From an optimization exercise on the open Yosys and OpenROAD flow, aimed at small area and a short achievable clock period; shortcuts taken in it are not production practice.
Power is estimated from default activity; no workload was simulated.

Design spn_cu, start of the top module:
module spn_cu (
    input  logic        clk,
    input  logic        reset,            
    input  logic [1:0]  opcode,           
    input  logic [15:0] data_in,          
    input  logic [31:0] secret_key,       
    output logic [15:0] data_out,         
    output logic [1:0]  valid             
);
    function automatic logic [3:0] sbox(input logic [3:0] x);
        logic w;
        w = ~(x[1] ^ x[2]);
        sbox[0] = x[3] ^ (x[0] & w);
        sbox[1] = ~(x[0] ^ x[1]) ^ (x[3] & ((~x[0] & ~x[2]) | (x[1] & (x[0] ^ x[2]))));
        sbox[2] = x[2] ^ (x[0] & w & ~x[3]);
        sbox[3] = ~(x[0] ^ (x[2] & ~(x[0] & x[1])) ^ (x[3] & ~(x[0] ^ x[1])));
    endfunction
    function automatic logic [3:0] inv_sbox(input logic [3:0] x);
        inv_sbox[0] = ~(x[2] ^ x[3] ^ (x[0] & ~(x[1] ^ (x[2] & x[3]))));
        inv_sbox[1] = x[1] ^ x[2] ^ x[3] ^ (x[0] & (x[3] ? x[1] : x[2]));
        inv_sbox[2] = x[2] ^ (x[0] & ~x[3] & (x[1] ^ x[2]));
        inv_sbox[3] = (~(x[1] | x[2]) | (x[0] & x[1] & x[2])) ^ (x[3] & ~(x[0] ^ x[1] ^ x[2]));
    endfunction
    function automatic logic [15:0] s16(input logic [15:0] x);
        s16 = {sbox(x[15:12]), sbox(x[11:8]), sbox(x[7:4]), sbox(x[3:0])};
    endfunction
    function automatic logic [15:0] si16(input logic [15:0] x);
        si16 = {inv_sbox(x[15:12]), inv_sbox(x[11:8]), inv_sbox(x[7:4]), inv_sbox(x[3:0])};
    endfunction
    logic        st_idle, st_pe, st_pd, st_de, st_dd, st_err;
    logic [15:0] d_reg, k_reg;
    logic [7:0]  x_reg;
    logic        err_in, go_e, go_d;
    logic [15:0] x, rk, u_enc, u_dec;
  ...
Size: ~46 flip-flops, about 70 I/O pins.
==> module spn_cu, before the edit <==
module spn_cu (
    input  logic        clk,
    input  logic        reset,            
    input  logic [1:0]  opcode,           
    input  logic [15:0] data_in,          
    input  logic [31:0] secret_key,       
    output logic [15:0] data_out,         
    output logic [1:0]  valid             
);
    function automatic logic [3:0] sbox(input logic [3:0] x);
        logic w;
        w = ~(x[1] ^ x[2]);
        sbox[0] = x[3] ^ (x[0] & w);
        sbox[1] = ~(x[0] ^ x[1]) ^ (x[3] & ((~x[0] & ~x[2]) | (x[1] & (x[0] ^ x[2]))));
        sbox[2] = x[2] ^ (x[0] & w & ~x[3]);
        sbox[3] = ~(x[0] ^ (x[2] & ~(x[0] & x[1])) ^ (x[3] & ~(x[0] ^ x[1])));
    endfunction
    function automatic logic [3:0] inv_sbox(input logic [3:0] x);
        inv_sbox[0] = ~(x[2] ^ x[3] ^ (x[0] & ~(x[1] ^ (x[2] & x[3]))));
        inv_sbox[1] = x[1] ^ x[2] ^ x[3] ^ (x[0] & (x[3] ? x[1] : x[2]));
        inv_sbox[2] = x[2] ^ (x[0] & ~x[3] & (x[1] ^ x[2]));
        inv_sbox[3] = (~(x[1] | x[2]) | (x[0] & x[1] & x[2])) ^ (x[3] & ~(x[0] ^ x[1] ^ x[2]));
    endfunction
    function automatic logic [15:0] s16(input logic [15:0] x);
        s16 = {sbox(x[15:12]), sbox(x[11:8]), sbox(x[7:4]), sbox(x[3:0])};
    endfunction
    function automatic logic [15:0] si16(input logic [15:0] x);
        si16 = {inv_sbox(x[15:12]), inv_sbox(x[11:8]), inv_sbox(x[7:4]), inv_sbox(x[3:0])};
    endfunction
    logic        st_idle, st_pe, st_pd, st_de, st_dd, st_err;
    logic [15:0] d_reg, k_reg;
    logic [7:0]  x_reg;
    logic        err_in, go_e, go_d;
    logic [15:0] x, rk, u_enc, u_dec;
    assign err_in = st_idle && (opcode == 2'b11);
    assign go_e   = (st_idle && opcode == 2'b01) || st_pe;
    assign go_d   = (st_idle && opcode == 2'b10) || st_pd;
    assign x     = d_reg | ({16{st_idle}} & data_in);
    assign rk    = k_reg | ({16{st_idle}} &
                   {secret_key[7:0], opcode[0] ? secret_key[23:16] : secret_key[31:24]});
    assign u_enc = s16(x ^ rk);
    assign u_dec = si16(x) ^ rk;
    always_ff @(posedge clk or posedge reset) begin
        if (reset) begin
            st_idle <= 1'b1;
            st_pe   <= 1'b0;
            st_pd   <= 1'b0;
            st_de   <= 1'b0;
            st_dd   <= 1'b0;
            st_err  <= 1'b0;
            d_reg   <= 16'h0000;
            k_reg   <= 16'h0000;
        end else begin
            st_idle <= st_de | st_dd | st_err | (st_idle && opcode == 2'b00);
            st_pe   <= st_idle && opcode == 2'b01;
            st_pd   <= st_idle && opcode == 2'b10;
            st_de   <= st_pe;
            st_dd   <= st_pd;
            st_err  <= err_in;
            d_reg   <= ({16{go_e}} & {u_enc[13:0], u_enc[15:14]})
                     | ({16{go_d}} & {u_dec[1:0], u_dec[15:2]});
            if (st_idle)
                k_reg <= (opcode[0] ^ opcode[1]) ? secret_key[15:0] : 16'h0000;
            else if (st_pe || st_pd)
                k_reg <= {k_reg[7:0], x_reg};
            else
                k_reg <= 16'h0000;
        end
    end
    always_ff @(posedge clk) begin
        x_reg <= opcode[0] ? secret_key[31:24] : secret_key[23:16];
    end
    assign data_out = ({16{st_de}} & u_enc) | ({16{st_dd}} & u_dec);
    assign valid    = {st_dd | st_err | err_in, st_de | st_err | err_in};
endmodule
clock: 5.5 ns
lec_check: 0
cap_margin: 20
core_margin: 2
core_utilization: 40
place_density: 0.6
slew_margin: 20
standard.sh (not shown) runs the stock make flow with config.mk's settings and CLKGATE_MAP_FILE= SYNTH_SCRIPT=/design/flow/synth_recipe.tcl, a recipe that flattens the netlist after the stock synthesis.
==> flow/flow/run.sh <==
#!/bin/bash
set -u
here=$(pwd)
sed "s#SYNTH_SCRIPT=[^ ]*#SYNTH_SCRIPT=$here/flow/my_synth.tcl#" standard.sh > my_standard.sh
export MY_ABC_SCRIPT=$here/flow/abc.scr
export FLOW_SYNTH_TCL=$here/synth_recipe.tcl
extra=()
if [[ -f flow/make_args ]]; then mapfile -t extra < flow/make_args; fi
bash my_standard.sh "BUFFER_PORTS_ARGS=-buffer_cell sky130_fd_sc_hd__buf_1" "ADDER_MAP_FILE=" "${extra[@]}" finish > standard.log 2>&1
==> flow/flow/abc.scr <==
strash; &get -n; &fraig -x; &put; scorr; dc2; strash; &get -n; &dch -f; &nf; &put
==> flow/flow/my_synth.tcl <==
# Run the standard flow's synthesis script, but map with the ABC script in MY_ABC_SCRIPT.
proc abc {args} {
  set i [lsearch -exact $args -script]
  if { $i >= 0 } { lset args [expr {$i + 1}] $::env(MY_ABC_SCRIPT) }
  yosys abc {*}$args
}
source $::env(FLOW_SYNTH_TCL)
The baseline finished with timing, DRC and antenna clean.
Then changed:
--- a/flow/design.v
+++ b/flow/design.v
@@ -27,49 +27,41 @@
     function automatic logic [15:0] si16(input logic [15:0] x);
         si16 = {inv_sbox(x[15:12]), inv_sbox(x[11:8]), inv_sbox(x[7:4]), inv_sbox(x[3:0])};
     endfunction
     logic        st_idle, st_pe, st_pd, st_de, st_dd, st_err;
     logic [15:0] d_reg, k_reg;
     logic [7:0]  x_reg;
-    logic        err_in, go_e, go_d;
-    logic [15:0] x, rk, u_enc, u_dec;
+    logic        err_in;
+    logic [15:0] rk_a, a_enc, a_dec, b_enc, b_dec, a_next, b_next;
     assign err_in = st_idle && (opcode == 2'b11);
-    assign go_e   = (st_idle && opcode == 2'b01) || st_pe;
-    assign go_d   = (st_idle && opcode == 2'b10) || st_pd;
-    assign x     = d_reg | ({16{st_idle}} & data_in);
-    assign rk    = k_reg | ({16{st_idle}} &
-                   {secret_key[7:0], opcode[0] ? secret_key[23:16] : secret_key[31:24]});
-    assign u_enc = s16(x ^ rk);
-    assign u_dec = si16(x) ^ rk;
+    assign rk_a  = {secret_key[7:0], opcode[0] ? secret_key[23:16] : secret_key[31:24]};
+    assign a_enc = s16(data_in ^ rk_a);
+    assign a_dec = si16(data_in) ^ rk_a;
+    assign a_next = opcode[0] ? {a_enc[13:0], a_enc[15:14]} : {a_dec[1:0], a_dec[15:2]};
+    assign b_enc = s16(d_reg ^ k_reg);
+    assign b_dec = si16(d_reg) ^ k_reg;
+    assign b_next = st_pe ? {b_enc[13:0], b_enc[15:14]} : {b_dec[1:0], b_dec[15:2]};
     always_ff @(posedge clk or posedge reset) begin
         if (reset) begin
             st_idle <= 1'b1;
             st_pe   <= 1'b0;
             st_pd   <= 1'b0;
             st_de   <= 1'b0;
             st_dd   <= 1'b0;
             st_err  <= 1'b0;
-            d_reg   <= 16'h0000;
-            k_reg   <= 16'h0000;
         end else begin
             st_idle <= st_de | st_dd | st_err | (st_idle && opcode == 2'b00);
             st_pe   <= st_idle && opcode == 2'b01;
             st_pd   <= st_idle && opcode == 2'b10;
             st_de   <= st_pe;
             st_dd   <= st_pd;
             st_err  <= err_in;
-            d_reg   <= ({16{go_e}} & {u_enc[13:0], u_enc[15:14]})
-                     | ({16{go_d}} & {u_dec[1:0], u_dec[15:2]});
-            if (st_idle)
-                k_reg <= (opcode[0] ^ opcode[1]) ? secret_key[15:0] : 16'h0000;
-            else if (st_pe || st_pd)
-                k_reg <= {k_reg[7:0], x_reg};
-            else
-                k_reg <= 16'h0000;
         end
     end
     always_ff @(posedge clk) begin
+        d_reg <= st_idle ? a_next : b_next;
+        k_reg <= st_idle ? secret_key[15:0] : {k_reg[7:0], x_reg};
         x_reg <= opcode[0] ? secret_key[31:24] : secret_key[23:16];
     end
-    assign data_out = ({16{st_de}} & u_enc) | ({16{st_dd}} & u_dec);
+    assign data_out = ({16{st_de}} & b_enc) | ({16{st_dd}} & b_dec);
     assign valid    = {st_dd | st_err | err_in, st_de | st_err | err_in};
 endmodule
What happened: The new run finished with timing, DRC and antenna clean. Cell count rose by 26%. Global-route usage fell by 1.5 points. Sequential power rose by 48%. Fmax rose by 33%. Wire length rose by 13%. Design area rose by 21%. Power rose by 30%. Register-to-register slack gains 0.65 ns.
Function was not checked in any run of this note: the RTL went through the layout flow alone.

## afterwards: timing with drivers on the ports
How much do the figures lean on ideal ports? The routed layouts below were timed once more, with nothing changed but the port constraints.
Step 1 sets driving cells, clkbuf_16 on the clock port and buf_2 on the other inputs (assumed; they add their load-dependent delay and slew).
Step 2 adds t to the input delays and takes it off the output delays; t is the mean of the earliest and latest rising clock arrival at the registers after step 1. Input paths then give back, and output paths get back, about the clock's delay inside the block.
a / b / c = ideal ports / drivers / drivers and shift; a / b = the first two.
| run | t (ns) | setup slack, ns | hold WS [ns] | worst slew at a driven data input, ns | pins driven straight from the clock port |
|---|---|---|---|---|---|
| the first run | 0.337 | 0.820 / 0.796 / 0.796 | 0.446 / 0.446 / 0.446 | 0.03 | 1 |
| the second run | 0.330 | 1.985 / 1.964 / 1.859 | 0.354 / 0.354 / 0.354 | 0.03 | 1 |
After both steps every run listed still meets setup and hold. The setup slack of the second run, which loses most, moves by -0.021 ns with the drivers and by -0.126 ns with both steps.
